Context: an optimization exercise on an open-source flow, tuned for small area, a short achievable clock period and few clock cycles. The choices shown serve that exercise and are no tape-out recipe.
The RTL was checked by simulation tests, not by an equivalence proof against the original design.
No activity file was given, so power comes from the tool's default toggle rates.

## CPU_TOP
module CPU_TOP #(
    parameter DWidth = 32,
    parameter LbBits = 5,           
    parameter PfDist = 30           
)(
    input   logic                   clk_i,
    input   logic                   rst_ni,
    input   logic                   imem_ready_i,
    input   logic   [DWidth-1:0]    imem_rdata_i,
    output  logic   [DWidth-1:0]    imem_addr_o,
    output  logic                   imem_req_o,
    input   logic                   dmem_ready_i,
    input   logic   [DWidth-1:0]    dmem_rdata_i,
    output  logic   [DWidth-1:0]    dmem_wdata_o,
    output  logic   [DWidth-1:0]    dmem_addr_o,
    output  logic                   dmem_req_o,
    output  logic                   dmem_write_o
);
For scale: ~2700 flip-flops, about 170 I/O pins.
export LEC_CHECK = 0
export CAP_MARGIN = 20
export CORE_MARGIN = 2
export CORE_UTILIZATION = 40
export CTS_CLUSTER_DIAMETER = 60
export CTS_CLUSTER_SIZE = 25
export PLACE_DENSITY = 0.6
export SLEW_MARGIN = 20
export TNS_END_PERCENT = 20
create_clock -name core_clock -period 26.0 [get_ports {clk_i}]
standard.sh (not shown) runs the stock make flow with config.mk's settings and CLKGATE_MAP_FILE= SYNTH_SCRIPT=/design/flow/synth_recipe.tcl, a recipe that flattens the netlist after the stock synthesis.
==> flow/flow/run.sh <==
#!/bin/bash
# The standard ORFS layout (standard.sh), with its timing repair aiming for
# setup slack well beyond the design's clock period, so that the resizer
# sizes and buffers the design for a shorter clock than 26 ns. Ports are
# buffered with buf_4 (every input and output still gets its buffer).
# Two hooks: after global placement, each output register is moved next to
# its port buffer (flow/post_gpl.tcl); after global routing, max slew / max
# capacitance are repaired again after the timing repair (flow/post_grt.tcl).
set -euo pipefail
bash standard.sh SETUP_SLACK_MARGIN=19.6 \
  BUFFER_PORTS_ARGS="-buffer_cell sky130_fd_sc_hd__buf_4" \
  POST_GLOBAL_PLACE_TCL="$PWD/flow/post_gpl.tcl" \
  POST_GLOBAL_ROUTE_TCL="$PWD/flow/post_grt.tcl" \
  finish > standard_flow.log 2>&1
Other scripts of this flow, unchanged in this note and not shown: flow/flow/post_gpl.tcl, flow/flow/post_grt.tcl
Testbench counts at the start, summed over its fixed seeds: cycles 174,517.
Next try:
--- a/flow/design.v
+++ b/flow/design.v
@@ -1128,39 +1128,36 @@
     assign covered = lb_hit || at_hi || (rdy_q && (hi_inc == fpc));
     assign ready   = ireq && imem_ready_i;
     assign restart = !covered && (!ireq || imem_ready_i);
     logic               loop_v, pf_this, pf_next;
     logic   [LbBits:0]  d_ls;
     assign pf_this = (d_ra == '0) || ((d_ra < PfDist)     && (!loop_v || !d_ls[LbBits]));
     assign pf_next =                  (d_ra < PfDist - 1) && (!loop_v || d_ls < (1 << LbBits) - 1);
     assign imem_req_o  = ireq;
     assign imem_addr_o = {ra, 2'b00};
-    logic               ra_new, ra_keep, ireq_upd;
-    assign ra_new   = !restart && ready;
-    assign ra_keep  = !restart && !ready;
-    assign ireq_upd = !ireq || imem_ready_i;
-    always_ff @(posedge clk_i) begin
-        ra   <= {30{rst_ni}} & (({30{restart}} & fpc) | ({30{ra_new}} & hi_inc)
-                                | ({30{ra_keep}} & ra));
-        ireq <= rst_ni && (restart || (ireq_upd && (imem_ready_i ? pf_next : pf_this))
-                                   || (!ireq_upd && ireq));
-    end
     always_ff @(posedge clk_i or negedge rst_ni) begin
         if (!rst_ni) begin
+            ra    <= '0;
             hi    <= '0;
             cnt   <= '0;
+            ireq  <= 1'b0;
             rdy_q <= 1'b0;
         end else if (restart) begin
+            ra    <= fpc;
             hi    <= fpc;
             cnt   <= '0;
+            ireq  <= 1'b1;
             rdy_q <= 1'b0;
         end else begin
             rdy_q <= ready;
+            if (ready) ra <= hi_inc;
+            if (!ireq || imem_ready_i)
+                ireq <= imem_ready_i ? pf_next : pf_this;
             if (rdy_q) begin
                 hi  <= hi_inc;
                 cnt <= cnt[LbBits] ? cnt : cnt + 1'b1;
             end
         end
     end
     always_ff @(posedge clk_i or negedge rst_ni) begin
         if (!rst_ni) byp <= 1'b0;
         else         byp <= ready && (d_ra == '0) && !redirect;
@@ -1447,44 +1444,52 @@
     assign dmem_write_o = dwe;
     assign dmem_addr_o  = daddr;
     assign dmem_wdata_o = dwdata;
     assign mem_op    = is_ld || is_st;
     assign mem_issue = ex_fire && mem_op;
     assign to_port   = !dreq || dmem_ready_i;
     assign st_data   = f3[1] ? rv2 : f3[0] ? {{16{rv2[15]}}, rv2[15:0]} : {{24{rv2[7]}}, rv2[7:0]};
     always_ff @(posedge clk_i or negedge rst_ni) begin
         if (!rst_ni) begin
+            dreq    <= 1'b0;
             ld_pend <= 1'b0;
             q_v     <= 1'b0;
         end else if (mem_issue) begin
             if (to_port) begin
+                dreq    <= 1'b1;
                 ld_pend <= is_ld;
             end else begin
                 q_v     <= 1'b1;
             end
         end else if (dmem_ready_i) begin
             if (q_v) begin
                 ld_pend <= !q_we;
                 q_v     <= 1'b0;
             end else begin
+                dreq    <= 1'b0;
                 ld_pend <= 1'b0;
             end
         end
     end
-    logic           d_ld_ex, d_ld_q, d_keep;
-    assign d_ld_ex = mem_issue && to_port;
-    assign d_ld_q  = dmem_ready_i && q_v;
-    assign d_keep  = !d_ld_ex && !d_ld_q;
-    always_ff @(posedge clk_i) begin
-        dreq   <= rst_ni && (mem_issue || d_ld_q || (!dmem_ready_i && dreq));
-        daddr  <= ({32{d_ld_ex}} & addsub[31:0]) | ({32{d_ld_q}} & q_addr)  | ({32{d_keep}} & daddr);
-        dwdata <= ({32{d_ld_ex}} & st_data)      | ({32{d_ld_q}} & q_wdata) | ({32{d_keep}} & dwdata);
-        dwe    <= (d_ld_ex && is_st) || (d_ld_q && q_we) || (d_keep && dwe);
+    always_ff @(posedge clk_i or negedge rst_ni) begin
+        if (!rst_ni) begin
+            daddr  <= '0;
+            dwe    <= 1'b0;
+            dwdata <= '0;
+        end else if (mem_issue && to_port) begin
+            daddr  <= addsub[31:0];
+            dwe    <= is_st;
+            dwdata <= st_data;
+        end else if (dmem_ready_i && q_v) begin
+            daddr  <= q_addr;
+            dwe    <= q_we;
+            dwdata <= q_wdata;
+        end
     end
     always_ff @(posedge clk_i) begin
         if (mem_issue && to_port) begin
             ld_rd  <= rd;
             ld_f3  <= f3[1:0];
         end else if (dmem_ready_i && q_v) begin
             ld_rd  <= q_rd;
             ld_f3  <= q_f3;
         end
Wire length drops by 0.84%. Global-route usage is about the same. Sequential power climbs by 8.4%. Die area climbs by 0.73%. First-iteration DRC count drops by 2.6%. Critical path depth drops by 1. Total power climbs by 48%. Combinational power climbs to 3.8 times its value. Via count drops by 1.5%. Sequential cell count is unchanged.
Testbench counts after the change, summed over its fixed seeds: cycles 174,517.

## port drivers added, routing unchanged
The results above use ideal ports. As a check the final layouts listed here were re-extracted and re-timed, cells and wires unchanged.
Step 1 assumes that a clkbuf_16 drives the clock port and a buf_2 every other input.
Step 2 also shifts input and output timing later by t, the mid clock arrival at the registers, as if the neighbouring blocks saw the same clock.
Three values: ideal, step 1, step 2; two values: the first two.
| run | t (ns) | setup WS [ns] | hold WS [ns] | worst setup path at the end | latest minus earliest clock arrival (ns) |
|---|---|---|---|---|---|
| the first run | 1.076 | 19.242 / 19.137 / 18.423 | 0.427 / 0.427 / 0.427 | input to register | 0.119 / 0.119 |
| the second run | 1.056 | 19.224 / 19.120 / 18.558 | 0.479 / 0.479 / 0.479 | input to register | 0.078 / 0.078 |
After both steps setup and hold are still met in every run listed. The setup slack of the first run, which loses most, moves by -0.105 ns with the drivers and by -0.819 ns with both steps.
